What follows belongs to an exercise in optimizing a design on an open flow for small area; a production flow would make more cautious choices. At most, simulation tests tie the RTL to the original design; equivalence was not proved. Power is estimated from default activity; no workload was simulated.

==> run B <==
==> flow/design.v <==
`timescale 1ns / 1ps
`default_nettype none
module uart_tx(
    input wire i_clk,
    input wire i_rst,
    input wire i_start,
    input wire [7:0] i_data,
    output reg o_tx,
    output reg o_busy
    );
    parameter INPUT_CLOCK_FREQ = 100_000_000;
    parameter BAUD_RATE = 115200;
    parameter CYCLES_PER_BAUD = INPUT_CLOCK_FREQ / BAUD_RATE;
    parameter reg [3:0] IDLE_STATE   = 4'h0;
    parameter reg [3:0] START_STATE  = 4'h1;
    parameter reg [3:0] PARITY_STATE = 4'ha;
    parameter reg [3:0] STOP_STATE   = 4'hb;
    reg [3:0] current_state;
    reg [3:0] next_state;
    reg [15:0] baud_counter;
    reg baud_strobe;
    reg [7:0] tx_shift;
    reg [7:0] tx_hold;
    always @ (*) begin
        if (i_rst)
            next_state = IDLE_STATE;
        else case (current_state)
            IDLE_STATE, STOP_STATE:
                if (i_start)
                    next_state = START_STATE;
                else
                    next_state = IDLE_STATE;
            default:
                if (current_state < STOP_STATE)
                    next_state = current_state + 1;
                else
                    next_state = IDLE_STATE;
        endcase
    end
    always @ (posedge i_clk) begin
        if (current_state == IDLE_STATE) begin
            if (i_start)
                baud_strobe <= 1;
            else
                baud_strobe <= 0;
            baud_counter <= 0;
        end else if (baud_counter >= CYCLES_PER_BAUD) begin
            baud_strobe <= 1'b1;
            baud_counter <= 0;
        end else begin
            baud_counter <= baud_counter + 1'b1;
            baud_strobe <= 0;
        end
    end
    always @ (posedge i_clk) begin
        if (i_rst)
            current_state <= IDLE_STATE;
        else if (baud_strobe || (current_state == IDLE_STATE && i_start))
            current_state <= next_state;
    end
    always @ (posedge i_clk) begin
        if (i_rst)
            o_busy <= 0;
        else
            o_busy <= (current_state >= START_STATE && current_state <= STOP_STATE);
    end
    always @ (posedge i_clk) begin
        if (!i_rst && baud_strobe) begin
            case (current_state)
                START_STATE: begin
                    tx_shift <= i_data;
                    tx_hold <= i_data;
                end
                IDLE_STATE, PARITY_STATE, STOP_STATE:
                    tx_shift <= 0;
                default:
                    if (current_state < PARITY_STATE)
                        tx_shift <= tx_shift >> 1;
            endcase
        end
    end
    always @ (posedge i_clk) begin
        if (i_rst)
            o_tx <= 1;
        else if (baud_strobe)
            case (current_state)
                IDLE_STATE, STOP_STATE:
                    o_tx <= 1;
                START_STATE:
                    o_tx <= 0;
                PARITY_STATE:
                    o_tx <= ^tx_hold;
                default:
                    if (current_state < STOP_STATE)
                        o_tx <= tx_shift[0];
            endcase
    end
endmodule
==> flow/run.sh <==
#!/bin/bash
# synth_recipe.tcl (not shown) runs the flow's synth.tcl, then flattens the netlist and writes it again
# the make line also repeats each setting of config.mk as NAME=value (left out here)
make -C /OpenROAD-flow-scripts/flow DESIGN_CONFIG=/design/flow/config.mk WORK_HOME=/design/flow/orfs CLKGATE_MAP_FILE= SYNTH_SCRIPT=/design/flow/synth_recipe.tcl finish
==> flow/config.mk <==
export PLATFORM = sky130hd
export DESIGN_NAME = uart_tx
export DESIGN_NICKNAME = uart_tx
export VERILOG_FILES = /design/flow/design.v
export SDC_FILE = /design/flow/constraint.sdc
export NUM_CORES = 4
export LEC_CHECK = 0
export CAP_MARGIN = 20
export CORE_MARGIN = 2
export CORE_UTILIZATION = 40
export CTS_BUF_LIST = sky130_fd_sc_hd__clkbuf_8 sky130_fd_sc_hd__clkbuf_16
export SLEW_MARGIN = 20
==> flow/constraint.sdc <==
create_clock -name core_clock -period 10.0 [get_ports {i_clk}]
set_input_delay 2.0000 -clock core_clock [delete_from_list [all_inputs] [get_ports {i_clk}]]
set_output_delay 2.0000 -clock core_clock [all_outputs]
set_load 0.01 [all_outputs]
==> run D: changes against run B <==
==> flow/design.v, changed modules only <==
module uart_tx(
    input wire i_clk,
    input wire i_rst,
    input wire i_start,
    input wire [7:0] i_data,
    output reg o_tx,
    output reg o_busy
    );
    localparam [9:0] TICK_STATE = 10'b1000000010;
    localparam [9:0] POL        = 10'b1010101010;
    reg [9:0] bx;
    reg [3:0] ph;
    reg [7:0] hold;
    reg par;
    wire [9:0] b = bx ^ POL;
    wire tick = (b == TICK_STATE);
    wire idle = (ph == 4'd6);
    wire stopc = (ph == 4'd7);
    wire [9:0] b_next = {b[8:0], b[9] ^ b[2] ^ tick};
    always @(posedge i_clk)
        bx <= (idle ? TICK_STATE : b_next) ^ POL;
    always @(posedge i_clk) begin
        if (i_rst)
            ph <= 4'd6;
        else if (tick && ph == 4'd1)
            ph <= {3'b011, i_start};
        else if (idle ? i_start : tick)
            ph <= ph + 4'd1;
    end
    always @(posedge i_clk)
        if (tick && stopc)
            hold <= i_data;
    wire px = par ^ o_tx;
    always @(posedge i_clk)
        if (tick)
            par <= stopc ? 1'b0 : px;
    always @(posedge i_clk)
        o_busy <= !i_rst && !idle;
    always @(posedge i_clk) begin
        if (i_rst)
            o_tx <= 1'b1;
        else if (tick) begin
            if (ph[3])
                o_tx <= hold[ph[2:0]];
            else if (stopc)
                o_tx <= 1'b0;
            else if (ph == 4'd0)
                o_tx <= px;
            else
                o_tx <= 1'b1;
        end
    end
endmodule
==> flow/flow/run.sh (new file) <==
#!/bin/bash
# Own layout flow: the standard flow, with two changes.
# 1. Synthesis is the standard synthesis script (synth_recipe.tcl) with an
#    area-oriented ABC mapping script (no buffering or upsizing), selected by
#    pointing SCRIPTS_DIR at a copy of ORFS's scripts folder for that step only.
# 2. Port buffers are the smallest buffer cell (buf_1).
set -euo pipefail
WORK=$(pwd)
rm -rf "$WORK/synth_scripts"
cp -r "$FLOW_HOME/scripts" "$WORK/synth_scripts"
cp "$WORK/flow/abc_area.script" "$WORK/synth_scripts/abc_area.script"
cp "$WORK/flow/abc_area.script" "$WORK/synth_scripts/abc_speed.script"
SCRIPTS_DIR="$WORK/synth_scripts" bash standard.sh synth > "$WORK/synth.log" 2>&1
BUFFER_PORTS_ARGS="-buffer_cell sky130_fd_sc_hd__buf_1" bash standard.sh > "$WORK/layout.log" 2>&1
==> flow/flow/abc_area.script (new file) <==
strash
dch -f
amap
topo
==> flow/standard.sh (new file) <==
#!/bin/bash
# synth_recipe.tcl (not shown) runs the flow's synth.tcl, then flattens the netlist and writes it again
# the make line also repeats each setting of config.mk as NAME=value (left out here)
make -C /OpenROAD-flow-scripts/flow DESIGN_CONFIG=/design/flow/config.mk WORK_HOME=/design/flow/orfs CLKGATE_MAP_FILE= SYNTH_SCRIPT=/design/flow/synth_recipe.tcl "${@:-finish}"
--- a/flow/config.mk
+++ b/flow/config.mk
@@ -7,6 +7,9 @@
 export LEC_CHECK = 0
 export CAP_MARGIN = 20
 export CORE_MARGIN = 2
-export CORE_UTILIZATION = 40
-export CTS_BUF_LIST = sky130_fd_sc_hd__clkbuf_8 sky130_fd_sc_hd__clkbuf_16
+export CORE_UTILIZATION = 70
+export CTS_BUF_LIST = sky130_fd_sc_hd__clkbuf_8
+export CTS_CLUSTER_DIAMETER = 100
+export CTS_CLUSTER_SIZE = 30
+export PLACE_DENSITY = 0.85
 export SLEW_MARGIN = 20
removed: flow/run.sh
==> run summary <==
Status
The run finished with no timing, DRC or antenna violations.

Timing
The highest attainable clock frequency is approximately 290 MHz.

Power
Of the total power, the clock network draws a little under a third.

Final layout
The utilization after layout is 48.0%. The register with the most flip-flops in the final layout is baud_counter.

CTS
The clock-pin transition on the worst setup and hold timing paths is 70 ps.

Critical path
In this design, the largest share of critical-path delay is due to compound AO/OA/AOI/OAI gates.

Route
The routed length on met1 is 1440 µm.
That was run B.
==> run summary <==
Status
The run finished with no timing, DRC or antenna violations.

Power
The power density relative to cell area is roughly 310 nW/µm². The clock power share is 17.7%.

Critical path
The worst-case register-to-register setup slack is 7660 ps. On the critical path the largest part of the delay comes from flip-flops.

CTS
The clock-pin transition on the worst setup and hold timing paths is 80 ps.

Synthesis
For this run, the number of Yosys warnings is 1.

Route
The detailed router put a total of 722 µm of wire on met1.

Timing
The highest attainable clock frequency is 358 MHz.
That was run D.
No functional check of the RTL was part of run D.

==> what the ideal ports hide <==
In the flow no input, the clock included, has a driving cell. The finished layouts below were timed again as built, in two steps.
Step 1: set_driving_cell puts a clkbuf_16 on i_clk and a buf_2 on each other input, an assumption about the parent block.
Step 2 times the ports against the registers' clock, not the clock port: input delays grow and output delays shrink by t, the midpoint of the rising clock arrivals with the driver on.
Slacks: no drivers / after step 1 / after step 2; pairs: no drivers / after step 1.
| run | t, ns | setup slack, ns | worst setup path after step 2 | clock arrival spread, ns |
|---|---|---|---|---|
| run B | 0.311 | 6.527 / 6.529 / 6.218 | input to register | 0.008 / 0.008 |
| run D | 0.282 | 7.204 / 7.182 / 7.123 | input to register | 0.005 / 0.005 |
After both steps setup and hold are still met in every run listed. For run B, which loses most, drivers alone change the setup slack by +0.002 ns; drivers and shift together by -0.309 ns.
